Context: an optimization exercise on an open-source flow, tuned for small area, a short achievable clock period and few clock cycles per item. The choices shown serve that exercise and are no tape-out recipe.
Function was checked by simulation only, so behaviour that the tests miss may differ from the original.
Power figures rest on the tool's default switching activity, not on a simulated workload.

Setup of maple:
## el2_exu_div_ctl
module el2_exu_div_ctl
  (
   input logic           clk,                        
   input logic           rst_l,                      
   input logic           valid,                      
   input logic           unsign,                     
   input logic           rem,                        
   input logic  [31:0]   dividend,                   
   input logic  [31:0]   divisor,                    
   input logic           cancel,                     
   output logic          finish_dly,                 
   output logic [31:0]   out                         
  );
   function automatic logic [5:0] lzc32(input logic [31:0] x);
      logic [31:0]      v;
      logic [31:0][4:0] c;
      integer l, i, n;
      v = x;
      c = '0;
      n = 32;
      for (l = 0; l < 5; l = l + 1) begin
         for (i = 0; i < 16; i = i + 1)
            if (i < n / 2) begin
               c[i] = v[2*i+1] ? c[2*i+1] : (c[2*i] | (5'd1 << l));
               v[i] = v[2*i+1] | v[2*i];
            end
         n = n / 2;
      end
      lzc32 = {v[0], c[0]};
   endfunction
   function automatic logic [31:0] cneg32(input logic [31:0] x, input logic n);
      logic [31:0] o;
  ...
Size in the first run: roughly 110 flip-flops, roughly 100 I/O pins, about 11000 um^2 of cells after synthesis.
clock: 15.0 ns
lec_check: 0
abc_area: 1
cap_margin: 20
core_margin: 2
core_utilization: 30
place_density: 0.5
slew_margin: 20
setup_slack_margin: 8.25
buffer_ports_args: -buffer_cell sky130_fd_sc_hd__buf_1
standard.sh (not shown) runs the stock make flow with config.mk's settings and CLKGATE_MAP_FILE= SYNTH_SCRIPT=/design/flow/synth_recipe.tcl, a recipe that flattens the netlist after the stock synthesis.
==> flow/flow/run.sh <==
#!/bin/bash
set -e
cp -r "$FLOW_HOME/scripts" scripts_mod
cp flow/abc_area.script scripts_mod/abc_area.script
export SCRIPTS_DIR="$PWD/scripts_mod"
echo "export SETUP_SLACK_MARGIN = 8.25" >> config.mk
echo "export BUFFER_PORTS_ARGS = -buffer_cell sky130_fd_sc_hd__buf_1" >> config.mk
cp config.mk config_used.log
bash standard.sh > standard.log 2>&1
==> flow/flow/abc_area.script <==
strash
dch -f
map -a
topo
stime -c
buffer -c
upsize -c
dnsize -c
Testbench counts of maple, summed over its fixed seeds: cycles 16,266, items 3,200.
Edits applied to the flow inputs when going from maple to lagoon:
# maple
export LEC_CHECK = 0
export ABC_AREA = 1
export CAP_MARGIN = 20
export CORE_MARGIN = 2
export CORE_UTILIZATION = 30
export PLACE_DENSITY = 0.5
export SLEW_MARGIN = 20
export SETUP_SLACK_MARGIN = 8.25
export BUFFER_PORTS_ARGS = -buffer_cell sky130_fd_sc_hd__buf_1
create_clock -name core_clock -period 15.0 [get_ports {clk}]
# lagoon
export LEC_CHECK = 0
export ABC_AREA = 1
export CAP_MARGIN = 20
export CORE_MARGIN = 2
export CORE_UTILIZATION = 40
export GPL_ROUTABILITY_DRIVEN = 0
export PLACE_DENSITY = 0.6
export SLEW_MARGIN = 20
export SETUP_SLACK_MARGIN = 8.5
export BUFFER_PORTS_ARGS = -buffer_cell sky130_fd_sc_hd__buf_1
create_clock -name core_clock -period 15.0 [get_ports {clk}]
==> flow/flow/run.sh <==
#!/bin/bash
set -e
echo "export SETUP_SLACK_MARGIN = 8.5" >> config.mk
echo "export BUFFER_PORTS_ARGS = -buffer_cell sky130_fd_sc_hd__buf_1" >> config.mk
cp config.mk config_used.log
bash standard.sh > standard.log 2>&1
removed: flow/flow/abc_area.script
Results
- The final layout from lagoon, which completed every stage, passed the timing, design-rule and antenna checks at the end of the flow.
- When the final numbers for lagoon and maple were put side by side, the wire length of the first global-routing pass turned out to be greater in maple.
- Between lagoon and maple, it is lagoon whose static power due to leakage is higher, by 0.46 nW.
- Number of instances in the synthesized netlist grows by more than 10% when moving from maple to lagoon.
- A combinational family with the most area after synthesis of compound AO/OA/AOI/OAI gates is what maple shows, while simple AND/OR/NAND/NOR gates belongs to lagoon.
The following lists how indigo was set up differently from lagoon:
# lagoon
export LEC_CHECK = 0
export ABC_AREA = 1
export CAP_MARGIN = 20
export CORE_MARGIN = 2
export CORE_UTILIZATION = 40
export GPL_ROUTABILITY_DRIVEN = 0
export PLACE_DENSITY = 0.6
export SLEW_MARGIN = 20
export SETUP_SLACK_MARGIN = 8.5
export BUFFER_PORTS_ARGS = -buffer_cell sky130_fd_sc_hd__buf_1
create_clock -name core_clock -period 15.0 [get_ports {clk}]
# indigo
export LEC_CHECK = 0
export ABC_AREA = 1
export CAP_MARGIN = 20
export CORE_MARGIN = 2
export CORE_UTILIZATION = 30
export PLACE_DENSITY = 0.5
export SLEW_MARGIN = 20
export SETUP_SLACK_MARGIN = 8.5
export BUFFER_PORTS_ARGS = -buffer_cell sky130_fd_sc_hd__buf_1
create_clock -name core_clock -period 15.0 [get_ports {clk}]
Against lagoon, indigo reports a number of global-route vias before repair that is higher.
indigo was carried through to the last stage, and its layout satisfied the timing, design-rule and antenna checks.
| well tap count | indigo vs lagoon | about 35% higher |
On indigo: clock tree buffer count of the final layout is 1 lower than what lagoon gave.
Looking at power per cell area across indigo and lagoon, the one that comes out higher is indigo.
indigo vs. lagoon: area taken by flip-flops and latches barely changed, first-pass GRT wire length +8.6%.
Input changes introduced in harbor (baseline for comparison: indigo):
# indigo
export LEC_CHECK = 0
export ABC_AREA = 1
export CAP_MARGIN = 20
export CORE_MARGIN = 2
export CORE_UTILIZATION = 30
export PLACE_DENSITY = 0.5
export SLEW_MARGIN = 20
export SETUP_SLACK_MARGIN = 8.5
export BUFFER_PORTS_ARGS = -buffer_cell sky130_fd_sc_hd__buf_1
create_clock -name core_clock -period 15.0 [get_ports {clk}]
# harbor
export LEC_CHECK = 0
export ABC_AREA = 1
export CAP_MARGIN = 20
export CORE_MARGIN = 2
export CORE_UTILIZATION = 30
export PLACE_DENSITY = 0.5
export SLEW_MARGIN = 20
export SETUP_SLACK_MARGIN = 8.25
export BUFFER_PORTS_ARGS = -buffer_cell sky130_fd_sc_hd__buf_1
create_clock -name core_clock -period 15.0 [get_ports {clk}]
==> flow/flow/run.sh <==
#!/bin/bash
set -e
cp -r "$FLOW_HOME/scripts" scripts_mod
cp flow/abc_area.script scripts_mod/abc_area.script
export SCRIPTS_DIR="$PWD/scripts_mod"
echo "export SETUP_SLACK_MARGIN = 8.25" >> config.mk
echo "export BUFFER_PORTS_ARGS = -buffer_cell sky130_fd_sc_hd__buf_1" >> config.mk
cp config.mk config_used.log
bash standard.sh > standard.log 2>&1
==> flow/flow/abc_area.script (new file) <==
strash
dc2
dch -f
amap
topo
stime -c
buffer -c
upsize -c
dnsize -c
Notes after the runs:
- Fraction of power consumed by the clock network ends up higher on indigo.
- Detailed route, harbor vs indigo: via total higher for harbor
- For indigo, the most common library cell in the layout ignoring fill and taps was sky130_fd_sc_hd__nand2_1, unlike harbor, where it was sky130_fd_sc_hd__buf_4.
- Cmp harbor vs indigo: final hold slack higher in harbor
- Of indigo and harbor, indigo shows the lower number of instances resized during post-cts repair, with harbor above it.

-- re-timing with driven ports --
The flow's constraints put no driver on any port. The routed layouts listed below were extracted and timed again, unchanged, in two steps.
Step 1 (the two cells are an assumption about what drives the block):
set clk [get_ports {clk}]
set_driving_cell -lib_cell sky130_fd_sc_hd__clkbuf_16 $clk
set_driving_cell -lib_cell sky130_fd_sc_hd__buf_2 [delete_from_list [all_inputs] $clk]
Step 2, shift: input delay + t, output delay - t, t = (earliest + latest rising clock arrival at the registers) / 2. This alone moves slack from input paths to output paths.
Three values: no drivers, after step 1, after step 2; two values: the first two.
run	t (ns)	setup WS [ns]	worst setup path at the end
maple	0.416	6.506 / 6.505 / 6.089	input to register
lagoon	0.413	8.395 / 8.224 / 8.224	input to output
indigo	0.411	8.443 / 8.347 / 8.347	input to output
harbor	0.414	5.368 / 5.324 / 5.034	input to register
After both steps setup and hold are still met in every run listed. For maple, which loses most, drivers alone change the setup slack by -0.001 ns; drivers and shift together by -0.417 ns.
